What follows belongs to an exercise in optimizing a design on an open flow for a short achievable clock period and few clock cycles; a production flow would make more cautious choices. The RTL of this run was laid out without a check of its function. Power is estimated from default activity; no workload was simulated.

<file path="flow/run.sh">
#!/bin/bash
# synth_recipe.tcl (not shown) runs the flow's synth.tcl, then flattens the netlist and writes it again
# the make line also repeats each setting of config.mk as NAME=value (left out here)
make -C /OpenROAD-flow-scripts/flow DESIGN_CONFIG=/design/flow/config.mk WORK_HOME=/design/flow/orfs CLKGATE_MAP_FILE= SYNTH_SCRIPT=/design/flow/synth_recipe.tcl finish
</file>
<file path="flow/config.mk">
export PLATFORM = sky130hd
export DESIGN_NAME = PCPU
export DESIGN_NICKNAME = PCPU
export VERILOG_FILES = /design/flow/design.v
export SDC_FILE = /design/flow/constraint.sdc
export NUM_CORES = 4
export LEC_CHECK = 0
export ABC_CLOCK_PERIOD_IN_PS = 3000
export CAP_MARGIN = 20
export CORE_MARGIN = 2
export CORE_UTILIZATION = 40
export PLACE_DENSITY = 0.6
export SETUP_SLACK_MARGIN = 5
export SLEW_MARGIN = 20
</file>
<file path="flow/constraint.sdc">
create_clock -name core_clock -period 12.0 [get_ports {clk}]
set_input_delay 2.4000 -clock core_clock [delete_from_list [all_inputs] [get_ports {clk}]]
set_output_delay 2.4000 -clock core_clock [all_outputs]
set_load 0.01 [all_outputs]
</file>
<file path="flow/design.v">
module PCPU(
    input clk,
    input reset,
    input MIO_ready,
    input [31:0]inst_in,
    input [31:0]Data_in,
    input INT,
    output mem_w,
    output[31:0]PC_out,
    output[31:0]Addr_out,
    output[31:0]Data_out,
    output CPU_MIO
);
    reg  [31:0] pc;
    reg  [31:0] ir;           
    reg  [31:0] id_pc4;
    reg  [4:0]  ex_rd;        
    reg         ex_load, ex_store;
    reg         ex_br;        
    reg  [2:0]  ex_brt;       
    reg  [31:0] ex_pc4;
    reg  [31:0] ex_a, ex_b, ex_sd;
    reg  [4:0]  ex_sh;
    reg         ex_shv;
    reg         ex_fa, ex_fb, ex_fsd, ex_fsdl;
    reg         ex_sub;
    reg         op_add, op_slt, op_sltu, op_and, op_or, op_xor, op_nor,
                op_sll, op_srl, op_sra, op_b;
    reg  [4:0]  mem_rd;
    reg         mem_load, mem_store;
    reg  [31:0] mem_res, mem_sd;
    reg  [31:0] rf [1:31];
    wire [31:0] wb_data = mem_load ? Data_in : mem_res;
    integer k;
    always @(posedge clk)
        for (k = 1; k < 32; k = k + 1)
            if (mem_rd == k) rf[k] <= wb_data;
    assign mem_w    = mem_store;
    assign Addr_out = mem_res;
    assign Data_out = mem_sd;
    assign CPU_MIO  = 1'b0;
    wire [31:0] a  = ex_fa ? mem_res : ex_a;
    wire [31:0] b  = ex_fb ? mem_res : ex_b;
    wire [31:0] sd = ex_fsdl ? Data_in : (ex_fsd ? mem_res : ex_sd);
    wire [31:0] bx  = b ^ {32{ex_sub}};
    wire [31:0] sum = a + bx + {31'b0, ex_sub};
    wire        lt  = (a[31] ^ b[31]) ? a[31] : sum[31];
    wire        ltu = (a[31] ^ b[31]) ? b[31] : sum[31];
    wire [4:0]  sha = ex_shv ? a[4:0] : ex_sh;
    wire [31:0] shl = b << sha;
    wire [32:0] shx = $signed({op_sra & b[31], b}) >>> sha;
    wire [31:0] shr = shx[31:0];
    wire [31:0] res =
          ({32{op_add}}  & sum)
        | ({32{op_slt}}  & {31'b0, lt})
        | ({32{op_sltu}} & {31'b0, ltu})
        | ({32{op_and}}  & (a & b))
        | ({32{op_or}}   & (a | b))
        | ({32{op_xor}}  & (a ^ b))
        | ({32{op_nor}}  & ~(a | b))
        | ({32{op_sll}}  & shl)
        | ({32{op_srl | op_sra}} & shr)
        | ({32{op_b}}    & b);
    wire a_zero = (a == 32'b0);
    reg  ex_taken;
    always @(*) begin
        case (ex_brt)
            3'd0: ex_taken = (a == b);             
            3'd1: ex_taken = (a != b);             
            3'd2: ex_taken = a[31] | a_zero;       
            3'd3: ex_taken = ~a[31] & ~a_zero;     
            3'd4: ex_taken = a[31];                
            default: ex_taken = ~a[31];            
        endcase
    end
    wire ex_redirect = ex_br & ~ex_taken;    
    wire [5:0]  op = ir[31:26];
    wire [5:0]  fn = ir[5:0];
    wire [4:0]  rs = ir[25:21];
    wire [4:0]  rt = ir[20:16];
    wire [4:0]  rdf = ir[15:11];
    wire [15:0] imm = ir[15:0];
    wire rtype   = (op == 6'h00);
    wire f_add   = rtype & (fn == 6'h20 || fn == 6'h21);
    wire f_sub   = rtype & (fn == 6'h22 || fn == 6'h23);
    wire f_and   = rtype & (fn == 6'h24);
    wire f_or    = rtype & (fn == 6'h25);
    wire f_xor   = rtype & (fn == 6'h26);
    wire f_nor   = rtype & (fn == 6'h27);
    wire f_slt   = rtype & (fn == 6'h2a);
    wire f_sltu  = rtype & (fn == 6'h2b);
    wire f_sll   = rtype & (fn == 6'h00);
    wire f_srl   = rtype & (fn == 6'h02);
    wire f_sra   = rtype & (fn == 6'h03);
    wire f_sllv  = rtype & (fn == 6'h04);
    wire f_srlv  = rtype & (fn == 6'h06);
    wire f_srav  = rtype & (fn == 6'h07);
    wire f_jr    = rtype & (fn == 6'h08);
    wire f_jalr  = rtype & (fn == 6'h09);
    wire r_alu   = f_add | f_sub | f_and | f_or | f_xor | f_nor | f_slt | f_sltu |
                   f_sll | f_srl | f_sra | f_sllv | f_srlv | f_srav;
    wire i_addi  = (op == 6'h08) | (op == 6'h09);
    wire i_slti  = (op == 6'h0a);
    wire i_sltiu = (op == 6'h0b);
    wire i_andi  = (op == 6'h0c);
    wire i_ori   = (op == 6'h0d);
    wire i_xori  = (op == 6'h0e);
    wire i_lui   = (op == 6'h0f);
    wire i_imm   = i_addi | i_slti | i_sltiu | i_andi | i_ori | i_xori | i_lui;
    wire i_load  = (op == 6'h23) | (op == 6'h20) | (op == 6'h24) | (op == 6'h21) | (op == 6'h25);
    wire i_store = (op == 6'h2b) | (op == 6'h28) | (op == 6'h29);
    wire b_beq   = (op == 6'h04);
    wire b_bne   = (op == 6'h05);
    wire b_blez  = (op == 6'h06);
    wire b_bgtz  = (op == 6'h07);
    wire b_rimm  = (op == 6'h01);
    wire i_br    = b_beq | b_bne | b_blez | b_bgtz | b_rimm;
    wire i_jal   = (op == 6'h03);
    wire i_j     = (op == 6'h02);
    wire i_jr    = f_jr | f_jalr;
    wire [2:0] brt = b_beq ? 3'd0 : b_bne ? 3'd1 : b_blez ? 3'd2 : b_bgtz ? 3'd3 :
                     rt[0] ? 3'd5 : 3'd4;
    wire uses_rs = ~(i_j | i_jal | i_lui | f_sll | f_srl | f_sra);
    wire uses_rt = r_alu | b_beq | b_bne;       
    wire rs_nz = (rs != 5'd0);
    wire rt_nz = (rt != 5'd0);
    wire [4:0] dest = (r_alu | f_jalr) ? rdf :
                      (i_imm | i_load) ? rt :
                      i_jal ? 5'd31 : 5'd0;
    wire [31:0] rf_rs = rs_nz ? rf[rs] : 32'b0;
    wire [31:0] rf_rt = rt_nz ? rf[rt] : 32'b0;
    wire byp_rs = rs_nz & (mem_rd == rs);
    wire byp_rt = rt_nz & (mem_rd == rt);
    wire [31:0] rsv_n = byp_rs ? mem_res : rf_rs;
    wire [31:0] rtv_n = byp_rt ? mem_res : rf_rt;
    wire [31:0] rsv   = byp_rs ? wb_data : rf_rs;
    wire [31:0] rtv   = byp_rt ? wb_data : rf_rt;
    wire dep_ex_rs  = rs_nz & (ex_rd == rs);
    wire dep_ex_rt  = rt_nz & (ex_rd == rt);
    wire dep_ml_rs  = rs_nz & mem_load & (mem_rd == rs);
    wire dep_ml_rt  = rt_nz & mem_load & (mem_rd == rt);
    wire load_use = ex_load & ((uses_rs & dep_ex_rs) | (uses_rt & dep_ex_rt));
    wire jr_haz   = i_jr & (dep_ex_rs | dep_ml_rs);
    wire id_stall = load_use | jr_haz;
    wire br_defer = (dep_ex_rs | dep_ml_rs) | (uses_rt & (dep_ex_rt | dep_ml_rt));
    wire rsn_zero = (rsv_n == 32'b0);
    reg  id_taken;
    always @(*) begin
        case (brt)
            3'd0: id_taken = (rsv_n == rtv_n);
            3'd1: id_taken = (rsv_n != rtv_n);
            3'd2: id_taken = rsv_n[31] | rsn_zero;
            3'd3: id_taken = ~rsv_n[31] & ~rsn_zero;
            3'd4: id_taken = rsv_n[31];
            default: id_taken = ~rsv_n[31];
        endcase
    end
    wire id_br_nt    = i_br & ~br_defer & ~id_taken;
    wire id_redirect = ~id_stall & (id_br_nt | i_jr);
    wire [31:0] id_target = i_jr ? rsv_n : id_pc4;
    wire [31:0] sext = {{16{imm[15]}}, imm};
    wire [31:0] zext = {16'b0, imm};
    wire [31:0] bsel = (i_addi | i_slti | i_sltiu | i_load | i_store) ? sext :
                       (i_andi | i_ori | i_xori) ? zext :
                       i_lui ? {imm, 16'b0} :
                       (i_jal | f_jalr) ? id_pc4 : rtv;
    wire b_is_rt = ~(i_imm | i_load | i_store | i_jal | f_jalr);
    wire [31:0] pc4 = pc + 32'd4;
    wire [5:0]  fop = inst_in[31:26];
    wire f_isbr = (fop == 6'h01) | (fop == 6'h04) | (fop == 6'h05) |
                  (fop == 6'h06) | (fop == 6'h07);
    wire f_isj  = (fop == 6'h02) | (fop == 6'h03);
    wire [16:0] lo    = {1'b0, pc4[17:2]} + {1'b0, inst_in[15:0]};
    wire [13:0] hi0   = pc4[31:18];
    wire [13:0] hip1  = pc4[31:18] + 14'd1;
    wire [13:0] him1  = pc4[31:18] - 14'd1;
    wire [13:0] hi    = inst_in[15] ? (lo[16] ? hi0 : him1) : (lo[16] ? hip1 : hi0);
    wire [31:0] brtgt = {hi, lo[15:0], 2'b00};
    wire [31:0] jtgt  = {pc4[31:28], inst_in[25:0], 2'b00};
    wire [31:0] npc = ex_redirect ? ex_pc4 :
                      id_stall    ? pc :
                      id_redirect ? id_target :
                      f_isj       ? jtgt :
                      f_isbr      ? brtgt : pc4;
    assign PC_out = pc;
    wire flush_if = ex_redirect | id_redirect;
    wire bubble_id = ex_redirect | id_stall;
    always @(posedge clk or posedge reset) begin
        if (reset) begin
            pc <= 32'b0;
            ir <= 32'b0;
        end else begin
            pc <= npc;
            if (flush_if)
                ir <= 32'b0;
            else if (!id_stall)
                ir <= inst_in;
        end
    end
    always @(posedge clk)
        if (!id_stall) id_pc4 <= pc4;
    always @(posedge clk or posedge reset) begin
        if (reset) begin
            ex_rd <= 5'b0; ex_load <= 1'b0; ex_store <= 1'b0; ex_br <= 1'b0;
        end else if (bubble_id) begin
            ex_rd <= 5'b0; ex_load <= 1'b0; ex_store <= 1'b0; ex_br <= 1'b0;
        end else begin
            ex_rd <= dest; ex_load <= i_load; ex_store <= i_store;
            ex_br <= i_br & br_defer;
        end
    end
    always @(posedge clk) begin
        ex_brt  <= brt;
        ex_pc4  <= id_pc4;
        ex_a    <= rsv;
        ex_b    <= bsel;
        ex_sd   <= rtv;
        ex_sh   <= ir[10:6];
        ex_shv  <= f_sllv | f_srlv | f_srav;
        ex_fa   <= uses_rs & dep_ex_rs;
        ex_fb   <= b_is_rt & dep_ex_rt;
        ex_fsd  <= dep_ex_rt & ~ex_load;
        ex_fsdl <= dep_ex_rt & ex_load;
        ex_sub  <= f_sub | f_slt | f_sltu | i_slti | i_sltiu;
        op_add  <= f_add | i_addi | i_load | i_store | f_sub;
        op_slt  <= f_slt | i_slti;
        op_sltu <= f_sltu | i_sltiu;
        op_and  <= f_and | i_andi;
        op_or   <= f_or | i_ori;
        op_xor  <= f_xor | i_xori;
        op_nor  <= f_nor;
        op_sll  <= f_sll | f_sllv;
        op_srl  <= f_srl | f_srlv;
        op_sra  <= f_sra | f_srav;
        op_b    <= i_lui | i_jal | f_jalr;
    end
    always @(posedge clk or posedge reset) begin
        if (reset) begin
            mem_rd <= 5'b0; mem_load <= 1'b0; mem_store <= 1'b0;
        end else begin
            mem_rd <= ex_rd; mem_load <= ex_load; mem_store <= ex_store;
        end
    end
    always @(posedge clk) begin
        mem_res <= res;
        mem_sd  <= sd;
    end
endmodule
</file>
==> summary.md <==
| Metric | Value |
|---|---|
| DP HPWL | 236 mm |
| Fillers | 15,400 |
| I/O Buffers | 162 |
| DRT iter0 DRCs | 14,900 |
| Worst-path clk slew | 0.07 ns |
| Reg2Reg Depth | 16 |
| Setup Viol. Count Final | 0 |
| Worst relative slew slack | 17.1% |
| Vias per cell | 7.62 |
| Hold Vio Cnt, Final | 0 |
| Status | timing/DRC/antenna clean |
| Synth Instances | roughly 6,200 |
| WP depth | 16 |
| Peak VDD IR | 180 µV |
| Mean Syn Cell Area | 11.0 µm² |
| Commonest non-fill, non-tap cell in the layout | edfxtp_1 |
| Max clock buf depth | 3 |
| Gr usage total | 41.8% |
| Vias in the first global route | 59,700 |
| Initial antenna violation count | 56 |
| Total CTS buffers | 146 |
| Drt first pass iters | 19 |
| Crit path max-delay family | simple AND/OR/NAND/NOR gates |
| TritonCTS clock tree | yes |
| Clock skew | 0.0638 ns |
| Hold crit path type | flip-flop to flip-flop |
| Worst Setup End Kind | flip-flop |
| Fraction of registers with async set/reset | 5.98% |
| CP Launch Point | ir[19] |
| Setup TNS | 0 ns |
| First-pass GRT wire length | 503 mm |
| Largest net degree at the start of global routing | between 100 and 150 |
| Flop2flop setup slack | 4.69 ns |
| Vias | 66,400 |
| WP buf/inv | 2 |
| Initial Utilization | 40.4% |
| Most frequent cells in the layout | edfxtp_1 (1,024), and3_1 (730), nand2_1 (433), a21oi_1 (319), a22oi_1 (319) |
| Final-report max-slew violation count | 0 |
| Crit-path max cell delay | ~0.74 ns |
| H-tree Lvls | 4 |
| Share of cells above drive strength 1 | a little under an eighth |
| Yosys warnings | 34 |
| Post-synth EDFFs | 1,024 |
| Max-Cap Viols | 0 |
| RSZ-0062 raised after global routing | no |
| Die H | 418 µm |
| Top achievable clock speed | 137 MHz |
| Required time of the critical path | 12.79 ns |
| Num Clock Sinks | roughly 1,300 |
| Post-Syn Area | 68,600 µm² |
| Die width | 418 µm |
| WS Path Type | flip-flop to flip-flop |
| Clock Latency Late Sink | 0.88 ns |
| Post-synthesis register bit count | 1,320 |
| Final min period | 7.31 ns |
| Static Leak | slightly above 30 nW |
| Die outline area | 175,000 µm² |
| Clk root buf | clkbuf_16 |
| Critical R2R Launch | ir[19] |
| Post-DRT Antenna Nets | 0 |
| Syn nets | 6,428 |
| Crit start category | flip-flop |
| FP Rows | 151 |
| Final wirelength | 380 mm |
| Critical Path, Cell by Cell | buf_4, or3b_2, nor2_4, buf_4, a2111oi_0, nand4_1, o21a_1, a21oi_1, xnor2_1, nor4_2, nand4_1, o211a_1, o31ai_4, nand2_4, a221oi_1, mux2_2 |
| Part of the cycle the worst path needs | about 61% |
| Unique masters post-synth | 98 |
| DRC viols | 0 |
| Max Fanout on Critical Path | 26 |
| Crit-path slowest cell | or3b_2 |
| Core area | 170,000 µm² |
| Area growth, synth to finish | 15.0% |
| Routed len/inst | 43.6 µm |
| CP arrival | 8.10 ns |
| Worst Setup EP | pc[14] |
| Final #Nets | 6,486 |
| GRT Residual Overflow | 0 |
| Measured slew at the worst slew-check pin | 1.24 ns |
| RePlAce Congestion | 1.06 |
| Sequential area share after synthesis | 54.0% |
| Synth Flop Type | edfxtp_1 |
| Worst r2r dst | pc[14] |
| Total Power | approximately 16 mW |
| Post-CTS Hold Buffers | 0 |
| P per Cell Area | 200 nW/µm² |
| IO Count | 166 |
final cells by class:
| type | instances | area [µm²] | area share [%] |
|---|---|---|---|
| repair buffers | 404 | 3570 | 4.52 |
| clock inverters | 88 | 1050 | 1.33 |
| inverters | 113 | 425 | 0.539 |
| flip-flops and latches | 1320 | 37100 | 47.0 |
| multi-input cells | 4318 | 29900 | 37.9 |
| well taps | 2218 | 2780 | 3.52 |
| clock buffers | 180 | 3860 | 4.90 |
| diodes | 68 | 170 | 0.216 |
metal layers:
metal / up-vias / part of all wire (%) / GRT usage (%)
met5: - / 0.19 / 2.45
met4: 36 / 9.7 / 32.0
met3: 2294 / 17 / 21.0
met2: 7449 / 40 / 57.2
met1: 31900 / 33 / 49.4
li1: 24600 / - / -
registers in the layout, summed over array words and instances, names as in the netlist, 3 cells and up:
signal   flops
rf         992
ex_a        32
ir          32
pc          32
ex_rd        5
ex_brt       3
mem_sd      32
ex_pc4      32
mem_res     32
id_pc4      32
ex_sd       32
mem_rd       5
ex_b        32
ex_sh        5
logic make-up after synthesis:
kind of cell               after synthesis  share of synthesized area [%]
and+or+nand+nor                       2121                           16.8
AOI/OAI and AO/OA                     1633                           17.0
DFF                                   1320                           54.0
buffers and inverters                  608                           3.67
muxes                                  294                           4.42
xor gates and xnor gates               153                           1.95
adders and majority gates              115                           2.12
other                                    1                        0.00547
cell usage after synthesis, types with 22 or more instances:
cell type  count  area (µm²)
a221oi_1      84         736
a22oi_1      319        2390
a211oi_1      49         368
mux2i_1      229        2290
nand3_1      173         866
mux2_2        63         709
nand2b_1      26         163
buf_1         37         139
and3_1       732        4580
clkbuf_1     339        1270
o21a_1        35         263
nand2_1      434        1630
nor4_1        48         300
o22ai_1       23         144
nand4_1      171        1070
nor3_1        63         315
a22o_1        80         701
a2111oi_0    204        1790
nand3b_1      39         293
ha_1         113        1410
nor2_1       273        1020
buf_2         96         480
inv_1        112         420
dfrtp_1       79        1980
edfxtp_1    1024       30700
a21o_1        64         480
xor2_1        39         342
dfxtp_1      217        4340
nor2b_1       22         138
o21ai_0      199         996
xnor2_1      114         998
o31a_1        26         228
a21oi_1      325        1630
per-stage QoR:
stage | cells | hold slack, ns | area (µm²) | utilization [%] | worst slack (ns)
6_report | 8709 | 0.348 | 78900 | 46.4 | 4.69
5_1_grt | 8659 | 0.369 | 78700 | 46.4 | 5.10
4_1_cts | 8627 | 0.350 | 78400 | 46.2 | 5.00
3_5_place_dp | 8356 | 0.347 | 73400 | 43.2 | 3.53
3_3_place_gp | 8355 | 0.334 | 73300 | 43.2 | 3.60
2_1_floorplan | 6245 | 0.331 | 68600 | - | 6.39
where the power goes:
part	total [mW]	switching (mW)	internal (mW)
clock	4.72	2.09	2.63
combinational	4.80	3.33	1.46
sequential	6.25	0.540	5.71
total	15.8	5.96	9.80
how the worst min path moves through the flow:
stage | slack [ns] | end | start | cells past startpoint
global route | 0.37 | mem_store | ex_store | 0
detailed placement | 0.35 | mem_store | ex_store | 0
floorplan | 0.33 | mem_store | ex_store | 0
global placement | 0.33 | mem_store | ex_store | 0
CTS | 0.35 | mem_store | ex_store | 0
finish | 0.35 | mem_store | ex_store | 0
timing repair:
action,CTS,global route
pin swaps,2,5
resized for setup,32,22
endpoints found under the hold margin,0,0
gates cloned,0,1
setup buffers,3,12
setup endpoints to repair,64,62

==> re-timing with driven ports <==
Ports are ideal in the flow. The routed layout listed here was re-timed in OpenROAD.
Step 1, drivers: a clkbuf_16 drives clk and a buf_2 each remaining input, both assumed.
Step 2 times the ports against the registers' clock, not the clock port: input delays grow and output delays shrink by t, the midpoint of the rising clock arrivals with the driver on.
Slacks: ideal ports / drivers / drivers and shift; pairs: ideal ports / drivers.
t, ns: 0.930
setup WS [ns]: 4.694 / 4.694 / 4.694
worst data-port slew with drivers (ns): 0.08
pins driven straight from the clock port: 1
After both steps this run still meets setup and hold. The setup slack of this run moves by 0.000 ns with the drivers and by 0.000 ns with both steps.
